This design comes from an exercise in tuning for small area, a short achievable clock period and few clock cycles on the open sky130 flow, not from production work.

==> inputs of 09-22 <==
==> flow/design.v (excerpt) <==
module milestone(
	input logic Clock,
	input logic resetn,
	input logic [15:0] SRAM_read_data,
	input logic m1start,
	output logic [17:0] SRAM_address,
	output logic [15:0] SRAM_write_data,
	output logic SRAM_we_n,
	output logic m1end);
clock: 13.0 ns
lec_check: 0
cap_margin: 20
core_margin: 2
core_utilization: 55
slew_margin: 20
synth_hierarchical: 1
standard.sh (not shown) runs the stock make flow with config.mk's settings and CLKGATE_MAP_FILE= SYNTH_SCRIPT=/design/flow/synth_recipe.tcl, a recipe that flattens the netlist after the stock synthesis.
==> flow/flow/run.sh <==
#!/bin/bash
# The standard layout (the standard.sh), with ORFS's repair_timing asked
# to leave more setup slack (SETUP_SLACK_MARGIN) than the clock period needs.
# The design is still laid out and signed off at the design's clock period.
set -euo pipefail
MARGIN=${MARGIN:-9}
sed "s/\"\\\${@:-finish}\"/SETUP_SLACK_MARGIN=$MARGIN \"\${@:-finish}\"/" standard.sh > standard_margin.sh
grep -q "SETUP_SLACK_MARGIN=$MARGIN" standard_margin.sh
bash standard_margin.sh > flow_make.log 2>&1
==> 04-17: changes against 09-22 <==
--- a/flow/config.mk
+++ b/flow/config.mk
@@ -8,5 +8,5 @@
 export CAP_MARGIN = 20
 export CORE_MARGIN = 2
-export CORE_UTILIZATION = 55
+export CORE_UTILIZATION = 70
 export SLEW_MARGIN = 20
 export SYNTH_HIERARCHICAL = 1
==> summary of the runs <==
- Between 04-17 and 09-22, the lower core utilization is in 09-22 (gap 17 points).
- Via count: 04-17 is higher than 09-22 (about 4%).
- 04-17 produced a clean layout. 09-22 finished with timing, DRC and antenna clean.
- Of 09-22 and 04-17, 04-17 has the higher global-route usage (gap 6.5 points).
- Clock skew: 04-17 is higher than 09-22 (0.00052 ns).
- In 04-17 the die area is lower than in 09-22, by about 20%.
==> figures <==
Status: 09-22 finished clean; 04-17 finished clean
Antenna Diode Count: 09-22 0; 04-17 1
Number of placed instances, taps included: 09-22 2759; 04-17 2616
Sequential cell area: 09-22 10210 um^2; 04-17 10210 um^2
Core outline area: 09-22 45480 um^2; 04-17 35660 um^2
Std-Cell Rows: 09-22 78; 04-17 69
Terminating pin of the worst hold path: 09-22 squ; 04-17 bb[0]
Layout overhead on the synthesized area: 09-22 13.06%; 04-17 12.27%
Share of cell area taken by flip-flops and latches: 09-22 35.50%; 04-17 35.76%
Setup slack, reg-to-reg: 09-22 8.58 ns; 04-17 8.54 ns
Share of the final layout cell area in multi-input gates: 09-22 49.70%; 04-17 50.20%
No run of this note included a check of the RTL's function; only the layout flow was run.

---

==> exp/sierra <==
Another version of the RTL of milestone (not shown whole).
==> flow/config.mk <==
export PLATFORM = sky130hd
export DESIGN_NAME = milestone
export DESIGN_NICKNAME = milestone
export VERILOG_FILES = /design/flow/design.v
export SDC_FILE = /design/flow/constraint.sdc
export NUM_CORES = 4
export LEC_CHECK = 0
export CAP_MARGIN = 20
export CORE_MARGIN = 2
export CORE_UTILIZATION = 55
export CTS_BUF_LIST = sky130_fd_sc_hd__clkbuf_8
export SLEW_MARGIN = 20
export SYNTH_HIERARCHICAL = 1
==> flow/constraint.sdc <==
create_clock -name core_clock -period 13.0 [get_ports {Clock}]
set_input_delay 2.6000 -clock core_clock [delete_from_list [all_inputs] [get_ports {Clock}]]
set_output_delay 2.6000 -clock core_clock [all_outputs]
set_load 0.01 [all_outputs]
Scripts as last shown in full above: flow/flow/run.sh
==> exp/nickel: changes against exp/sierra <==
- CTS_BUF_LIST: sky130_fd_sc_hd__clkbuf_8 -> sky130_fd_sc_hd__clkbuf_4 sky130_fd_sc_hd__clkbuf_8
==> exp/onyx: changes against exp/sierra <==
- CTS_BUF_LIST: sky130_fd_sc_hd__clkbuf_8 -> not set
==> summary of the runs <==
exp/onyx produced a clean layout. exp/nickel produced a clean layout. exp/sierra ran to the end with no violations. Sequential share of layout area, lowest first: exp/nickel, exp/onyx, exp/sierra. Die area is the same in exp/onyx and exp/sierra.
No functional check of the RTL was part of any run of this note.

---

==> run a <==
Another version of the RTL of milestone (not shown whole).
Settings: LEC_CHECK=0, CAP_MARGIN=20, CORE_MARGIN=2, CORE_UTILIZATION=55, SLEW_MARGIN=20, SYNTH_HIERARCHICAL=1; clock period 13.0 ns.
Scripts as last shown in full above: flow/flow/run.sh
==> run b: changes against run a <==
--- a/flow/flow/run.sh
+++ b/flow/flow/run.sh
@@ -4,5 +4,5 @@
 # The design is still laid out and signed off at the design's clock period.
 set -euo pipefail
-MARGIN=${MARGIN:-9}
+MARGIN=${MARGIN:-11}
 sed "s/\"\\\${@:-finish}\"/SETUP_SLACK_MARGIN=$MARGIN \"\${@:-finish}\"/" standard.sh > standard_margin.sh
 grep -q "SETUP_SLACK_MARGIN=$MARGIN" standard_margin.sh
- CORE_UTILIZATION: 55 -> 40
==> run c: changes against run a <==
- CORE_UTILIZATION: 55 -> 40
==> qor summary <==
| metric | run b | run a | run c |
|---|---|---|---|
| Growth of design area from synthesis to finish | 31.5% | 13.0% | 14.3% |
| Met1 usage in global routing | 27.4% | 39.3% | 24.2% |
| Die boundary width | 257 um | 220 um | 257 um |
| Final WS setup | 8.87 ns | 8.92 ns | 8.85 ns |
| Floorplan row count | 92 | 79 | 92 |
| CP Data Required Time | 13.38 ns | 13.33 ns | 13.33 ns |
| Routed wl met3 | 3270 um | 3150 um | 2110 um |
| Number of clock buffers in the layout | 60 | 59 | 60 |
| Portion of the layout cell area used by non-clock buffers | 8.65% | 3.45% | 3.52% |
| Post-place instance area | 27,800 um^2 | 26,800 um^2 | 27,100 um^2 |
| Result of the run | timing/DRC/antenna clean | timing/DRC/antenna clean | timing/DRC/antenna clean |
| Total area of sequential cells | 10,300 um^2 | 10,200 um^2 | 10,200 um^2 |
| Worst path buffer plus inverter count | 2 | 0 | 0 |
| Non-filler instance count after layout | 3,351 | 2,929 | 3,172 |
No functional check of the RTL was part of any run of this note.

-- afterwards: timing with drivers on the ports --
The results above use ideal ports. As a check the final layouts listed here were re-extracted and re-timed, cells and wires unchanged.
Step 1 assumes that a clkbuf_16 drives the clock port and a buf_2 every other input.
Step 2 times the ports against the registers' clock, not the clock port: input delays grow and output delays shrink by t, the midpoint of the rising clock arrivals with the driver on.
a / b / c = no drivers / after step 1 / after step 2; a / b = the first two.
run | t, ns | setup WS [ns] | hold slack, ns | pins driven straight from the clock port
09-22 | 0.629 | 8.578 / 8.578 / 8.578 | 0.339 / 0.339 / 0.339 | 1
04-17 | 0.641 | 8.544 / 8.544 / 8.544 | 0.351 / 0.351 / 0.351 | 1
exp/sierra | 0.710 | 9.099 / 9.044 / 9.217 | 0.343 / 0.343 / 0.343 | 1
exp/nickel | 0.708 | 9.103 / 9.048 / 9.216 | 0.343 / 0.343 / 0.343 | 1
exp/onyx | 0.645 | 9.069 / 9.011 / 9.247 | 0.346 / 0.346 / 0.346 | 1
run a | 0.639 | 8.918 / 8.918 / 8.918 | 0.327 / 0.327 / 0.327 | 1
run b | 0.657 | 8.874 / 8.874 / 8.874 | 0.330 / 0.330 / 0.330 | 1
run c | 0.651 | 8.850 / 8.850 / 8.850 | 0.324 / 0.324 / 0.324 | 1
After both steps setup and hold are still met in every run listed.
